Background: an optimization exercise with open tools, aiming at small area, a short achievable clock period and few clock cycles per item. Do not read the settings as production practice. At most, simulation tests tie the RTL to the original design; equivalence was not proved.

Setup of the baseline:
Design MyDesign, start of the top module:
module MyDesign
(
	input  wire        go,
	output reg         busy,
	input  wire        reset,
	input  wire        clk,
	output reg  [15:0] write_data,
	output wire [11:0] write_address,
	output reg         write_enable,
	output wire [11:0] read_input_address,
	input  wire [15:0] read_input_data,
	output wire [11:0] read_weight_address,
	input  wire [15:0] read_weight_data
);
	localparam S_IDLE = 2'd0, S_RUN = 2'd1, S_FLUSH = 2'd2, S_TAIL = 2'd3;
	reg [1:0]  st;
	reg        bub;         
	reg [4:0]  pd;          
	reg [3:0]  gd;          
	reg        f0;          
	reg        wfl;         
	reg [4:0]  K;           
	reg [4:0]  Kn;          
	reg        endn;        
	reg [9:0]  XB;          
	reg [9:0]  XBN;         
	reg [9:0]  IA;
	reg [11:0] WA;
	reg [6:0]  dW;          
	reg [11:0] OC;
	assign read_input_address  = {2'b00, IA};
	assign read_weight_address = WA;
	assign write_address       = OC;
	wire       sg    = K[0];                  
	wire [3:0] h     = K[4:1];                
	wire [3:0] hn    = Kn[4:1];
	wire [4:0] KP    = K + {4'd0, sg};        
	wire [4:0] Pm1   = {KP[3:0] - 4'd1, 1'b1};
	reg        lastp;       
	reg        lastg;       
	wire       lastl = lastp & lastg;
	wire       dummy = sg & (pd[4:1] == 4'd0);
	wire       run   = (st == S_RUN);
	wire       bub_n = run & ~bub & lastl & ~endn;
	wire       rel   = bub | lastp;           
	wire [4:0] pd_n  = rel ? Pm1 : pd - 5'd1;
	wire       l0_n  = ~rel & (pd == 5'd1);   
	wire       l1_n  = ~rel & (pd == 5'd2);
	wire       lg_n  = bub ? (K == 5'd1) : (lastp ? (gd == 4'd1) : lastg);
	wire [1:0] pq_n  = 2'd0 - pd_n[1:0];         
	reg [6:0] dW_n;
	always @(*) begin
		if (bub_n)
			dW_n = -{3'd0, hn};
		else if (l0_n & lg_n)
  ...
For scale: ~1700 cells after synthesis, ~330 flip-flops, about 89 I/O pins, roughly 17000 sq um of cells after synthesis.
export LEC_CHECK = 0
export CAP_MARGIN = 20
export CORE_MARGIN = 2
export CORE_UTILIZATION = 40
export SETUP_SLACK_MARGIN = 4.0
export SLEW_MARGIN = 20
create_clock -name core_clock -period 6.5 [get_ports {clk}]
run.sh (not shown) runs the stock make flow with config.mk's settings and CLKGATE_MAP_FILE= SYNTH_SCRIPT=/design/flow/synth_recipe.tcl, a recipe that flattens the netlist after the stock synthesis.
The baseline did not stop at any stage, and its layout met the timing, DRC and antenna checks.
Inputs modified between the baseline and the candidate:
- a change of SETUP_SLACK_MARGIN from 4.0 to 3.6
### Flow results
Slowest cell on the critical path = sky130_fd_sc_hd__clkdlybuf4s50_1: the candidate; slowest cell on the critical path = sky130_fd_sc_hd__fa_2: the baseline. Count of clock-buffer cells in the layout of the candidate exceeds that of the baseline slightly. Relative to the baseline, met3 global-route usage has gone down in the candidate. Compared with the baseline, the candidate shows a lower global-route usage. Worst-case reg-to-reg path depth: the candidate > the baseline.
No functional check of the RTL was part of any run of this note.


Another version of the RTL of MyDesign (not shown whole).
For scale: roughly 340 flip-flops, about 89 I/O pins, roughly 17000 um^2 of cells after synthesis.
Settings: LEC_CHECK=0, CAP_MARGIN=20, CORE_MARGIN=2, CORE_UTILIZATION=65, CTS_BUF_LIST=sky130_fd_sc_hd__clkbuf_8 sky130_fd_sc_hd__clkbuf_16, CTS_CLUSTER_DIAMETER=80, CTS_CLUSTER_SIZE=32, SETUP_SLACK_MARGIN=4.0, SLEW_MARGIN=20; clock period 6.5 ns.
standard.sh (not shown) runs the stock make flow with config.mk's settings and CLKGATE_MAP_FILE= SYNTH_SCRIPT=/design/flow/synth_recipe.tcl, a recipe that flattens the netlist after the stock synthesis.
==> flow/flow/run.sh <==
#!/bin/bash
export BUFFER_PORTS_ARGS="-buffer_cell sky130_fd_sc_hd__buf_2"
cp standard.sh standard_sh_copy.log
bash standard.sh > standard.log 2>&1
The first run passed the timing, DRC and antenna checks.
Testbench counts at the start, summed over its fixed seeds: cycles 11,427, macs 85,808.
Rerun with:
- CORE_UTILIZATION: 65 -> 70
- CTS_BUF_LIST: sky130_fd_sc_hd__clkbuf_8 sky130_fd_sc_hd__clkbuf_16 -> sky130_fd_sc_hd__clkbuf_16
Sequential share of layout area goes down by 0.20 points.
Global-route usage goes up by 3.3 points.
Synthesized cell count does not change.
Design area goes up by 0.46%.
Fmax stays flat.
Non-clock buffer count goes up by 2.
Rerun with:
- CORE_UTILIZATION: 70 -> 65
- SETUP_SLACK_MARGIN: 4.0 -> 3.95
Setup slack got worse by 17 ps.
Die area goes up by about 7.5%.
Area after synthesis is unchanged.
Critical path depth goes down by 1.
Wire length goes down by 3.8%.
Rerun with:
==> flow/run.sh (new file) <==
#!/bin/bash
# synth_recipe.tcl (not shown) runs the flow's synth.tcl, then flattens the netlist and writes it again
# the make line also repeats each setting of config.mk as NAME=value (left out here)
make -C /OpenROAD-flow-scripts/flow DESIGN_CONFIG=/design/flow/config.mk WORK_HOME=/design/flow/orfs CLKGATE_MAP_FILE= SYNTH_SCRIPT=/design/flow/synth_recipe.tcl finish
- SETUP_SLACK_MARGIN: 3.95 -> 4.15
removed: flow/flow/run.sh
removed: flow/standard.sh
Setup slack gets better by 4.0 ps.
Die area stays the same.
Critical path depth goes up by 1.
Wire length goes up by a little under a tenth.
Via count grows by a few percent.
Worst hold slack is about the same.


MyDesign, a different RTL version from the one above (not shown whole).
Size in the first run: about 1600 cells after synthesis, about 350 flip-flops, about 89 I/O pins.
// MyDesign
module MyDesign
(
	input  wire        go,
	output reg         busy,
	input  wire        reset,
	input  wire        clk,
	output reg  [15:0] write_data,
	output wire [11:0] write_address,
	output reg         write_enable,
	output wire [11:0] read_input_address,
	input  wire [15:0] read_input_data,
	output wire [11:0] read_weight_address,
	input  wire [15:0] read_weight_data
);
	localparam S_IDLE = 2'd0, S_RUN = 2'd1, S_FLUSH = 2'd2, S_TAIL = 2'd3;
	reg [1:0]  st;
	reg        bub;         
	reg [4:0]  pd;          
	reg [3:0]  gd;          
	reg        f0;          
	reg        wfl;         
	reg [4:0]  K;           
	reg [4:0]  Kn;          
	reg        endn;        
	reg [9:0]  XB;          
	reg [9:0]  XBN;         
	reg [9:0]  IA;
	reg [11:0] WA;
	reg [6:0]  dW;          
	reg [5:0]  ckh;         
	reg [6:0]  cL;          
	reg [11:0] OC;
	assign read_input_address  = {2'b00, IA};
	assign read_weight_address = WA;
	assign write_address       = OC;
	wire       sg    = K[0];                  
  ...
Settings: LEC_CHECK=0, CAP_MARGIN=20, CORE_MARGIN=2, CORE_UTILIZATION=65, CTS_BUF_LIST=sky130_fd_sc_hd__clkbuf_4 sky130_fd_sc_hd__clkbuf_8, CTS_CLUSTER_SIZE=40, SETUP_SLACK_MARGIN=4.0, SLEW_MARGIN=20; clock period 6.5 ns.
run.sh (not shown) runs the stock make flow with config.mk's settings and CLKGATE_MAP_FILE= SYNTH_SCRIPT=/design/flow/synth_recipe.tcl, a recipe that flattens the netlist after the stock synthesis.
Stock flow here: none of the scripts above is used.
The baseline ran to the end with no violations.
Testbench counts at the start, summed over its fixed seeds: cycles 11,427, macs 85,808.
==> next run, changes <==
--- a/flow/config.mk
+++ b/flow/config.mk
@@ -9,6 +9,4 @@
 export CORE_MARGIN = 2
-export CORE_UTILIZATION = 65
-export CTS_BUF_LIST = sky130_fd_sc_hd__clkbuf_4 sky130_fd_sc_hd__clkbuf_8
-export CTS_CLUSTER_SIZE = 40
-export SETUP_SLACK_MARGIN = 4.0
+export CORE_UTILIZATION = 40
+export SETUP_SLACK_MARGIN = 4.3
 export SLEW_MARGIN = 20
Outcome: The new run produced a clean layout; wire length rose by about a fifth; die area rose by well over a third; global-route usage came out lower by 8.0 points; sequential cell count is unchanged; cell count grows by roughly a tenth.
==> next run, changes <==
--- a/flow/config.mk
+++ b/flow/config.mk
@@ -9,4 +9,6 @@
 export CORE_MARGIN = 2
-export CORE_UTILIZATION = 40
-export SETUP_SLACK_MARGIN = 4.3
+export CORE_UTILIZATION = 65
+export CTS_BUF_LIST = sky130_fd_sc_hd__clkbuf_8
+export CTS_CLUSTER_SIZE = 30
+export SETUP_SLACK_MARGIN = 4.0
 export SLEW_MARGIN = 20
Global-route usage came out higher by 8.0 points. First-iteration DRC count came out higher by 31%. Worst setup slack is worse by 0.094 ns.
==> next run, changes <==
--- a/flow/config.mk
+++ b/flow/config.mk
@@ -9,5 +9,4 @@
 export CORE_MARGIN = 2
-export CORE_UTILIZATION = 65
+export CORE_UTILIZATION = 80
 export CTS_BUF_LIST = sky130_fd_sc_hd__clkbuf_8
-export CTS_CLUSTER_SIZE = 30
 export SETUP_SLACK_MARGIN = 4.0
Outcome: The changed run never finished: it broke off in global routing; synthesized cell count is unchanged; synthesized area stays the same.
==> next run, changes <==
--- a/flow/config.mk
+++ b/flow/config.mk
@@ -9,5 +9,6 @@
 export CORE_MARGIN = 2
-export CORE_UTILIZATION = 80
+export CORE_UTILIZATION = 65
 export CTS_BUF_LIST = sky130_fd_sc_hd__clkbuf_8
-export SETUP_SLACK_MARGIN = 4.0
+export PLACE_DENSITY = 0.75
+export SETUP_SLACK_MARGIN = 4.1
 export SLEW_MARGIN = 20
Effect: This time the run finished with timing, DRC and antenna clean. Area after synthesis stays the same. Synthesized cell count is unchanged.

## port drivers added, routing unchanged
The results above use ideal ports. As a check the final layouts listed here were re-extracted and re-timed, cells and wires unchanged. Step 1 (the two cells are an assumption about what drives the block):
set clk [get_ports {clk}]
set_driving_cell -lib_cell sky130_fd_sc_hd__clkbuf_16 $clk
set_driving_cell -lib_cell sky130_fd_sc_hd__buf_2 [delete_from_list [all_inputs] $clk]
Step 2 moves the port delays by t, midway between the first and last clock arrival at a register: inputs arrive t later, outputs are due t later. That takes back most of the time a late clock gives input paths. a / b / c = ideal ports / drivers / drivers and shift; a / b = the first two.
| run | t (ns) | slack for setup (ns) | worst hold slack (ns) | latest minus earliest clock arrival (ns) |
|---|---|---|---|---|
| the baseline | 0.593 | 3.957 / 3.957 / 3.513 | 0.320 / 0.320 / 0.320 | 0.028 / 0.028 |
| the candidate | 0.607 | 3.647 / 3.594 / 3.141 | 0.320 / 0.320 / 0.320 | 0.012 / 0.012 |
| the first run of note 2 | 0.561 | 4.041 / 3.992 / 3.993 | 0.339 / 0.339 / 0.339 | 0.027 / 0.027 |
| the second run of note 2 | 0.564 | 4.046 / 4.046 / 4.014 | 0.339 / 0.339 / 0.339 | 0.035 / 0.035 |
| the third run of note 2 | 0.568 | 4.030 / 4.029 / 4.030 | 0.340 / 0.340 / 0.340 | 0.021 / 0.021 |
| the fourth run of note 2 | 0.567 | 4.034 / 4.034 / 3.656 | 0.337 / 0.337 / 0.337 | 0.024 / 0.024 |
| the first run of note 3 | 0.641 | 4.009 / 3.962 / 3.528 | 0.326 / 0.326 / 0.326 | 0.012 / 0.012 |
| the second run of note 3 | 0.604 | 4.102 / 4.044 / 3.792 | 0.321 / 0.321 / 0.321 | 0.017 / 0.018 |
| the third run of note 3 | 0.641 | 4.007 / 3.960 / 3.528 | 0.324 / 0.324 / 0.324 | 0.019 / 0.019 |
| the fifth run of note 3 | 0.635 | 4.029 / 3.984 / 3.591 | 0.323 / 0.323 / 0.323 | 0.025 / 0.025 |
After both steps every run listed still meets setup and hold. The setup slack of the candidate, which loses most, moves by -0.053 ns with the drivers and by -0.506 ns with both steps.
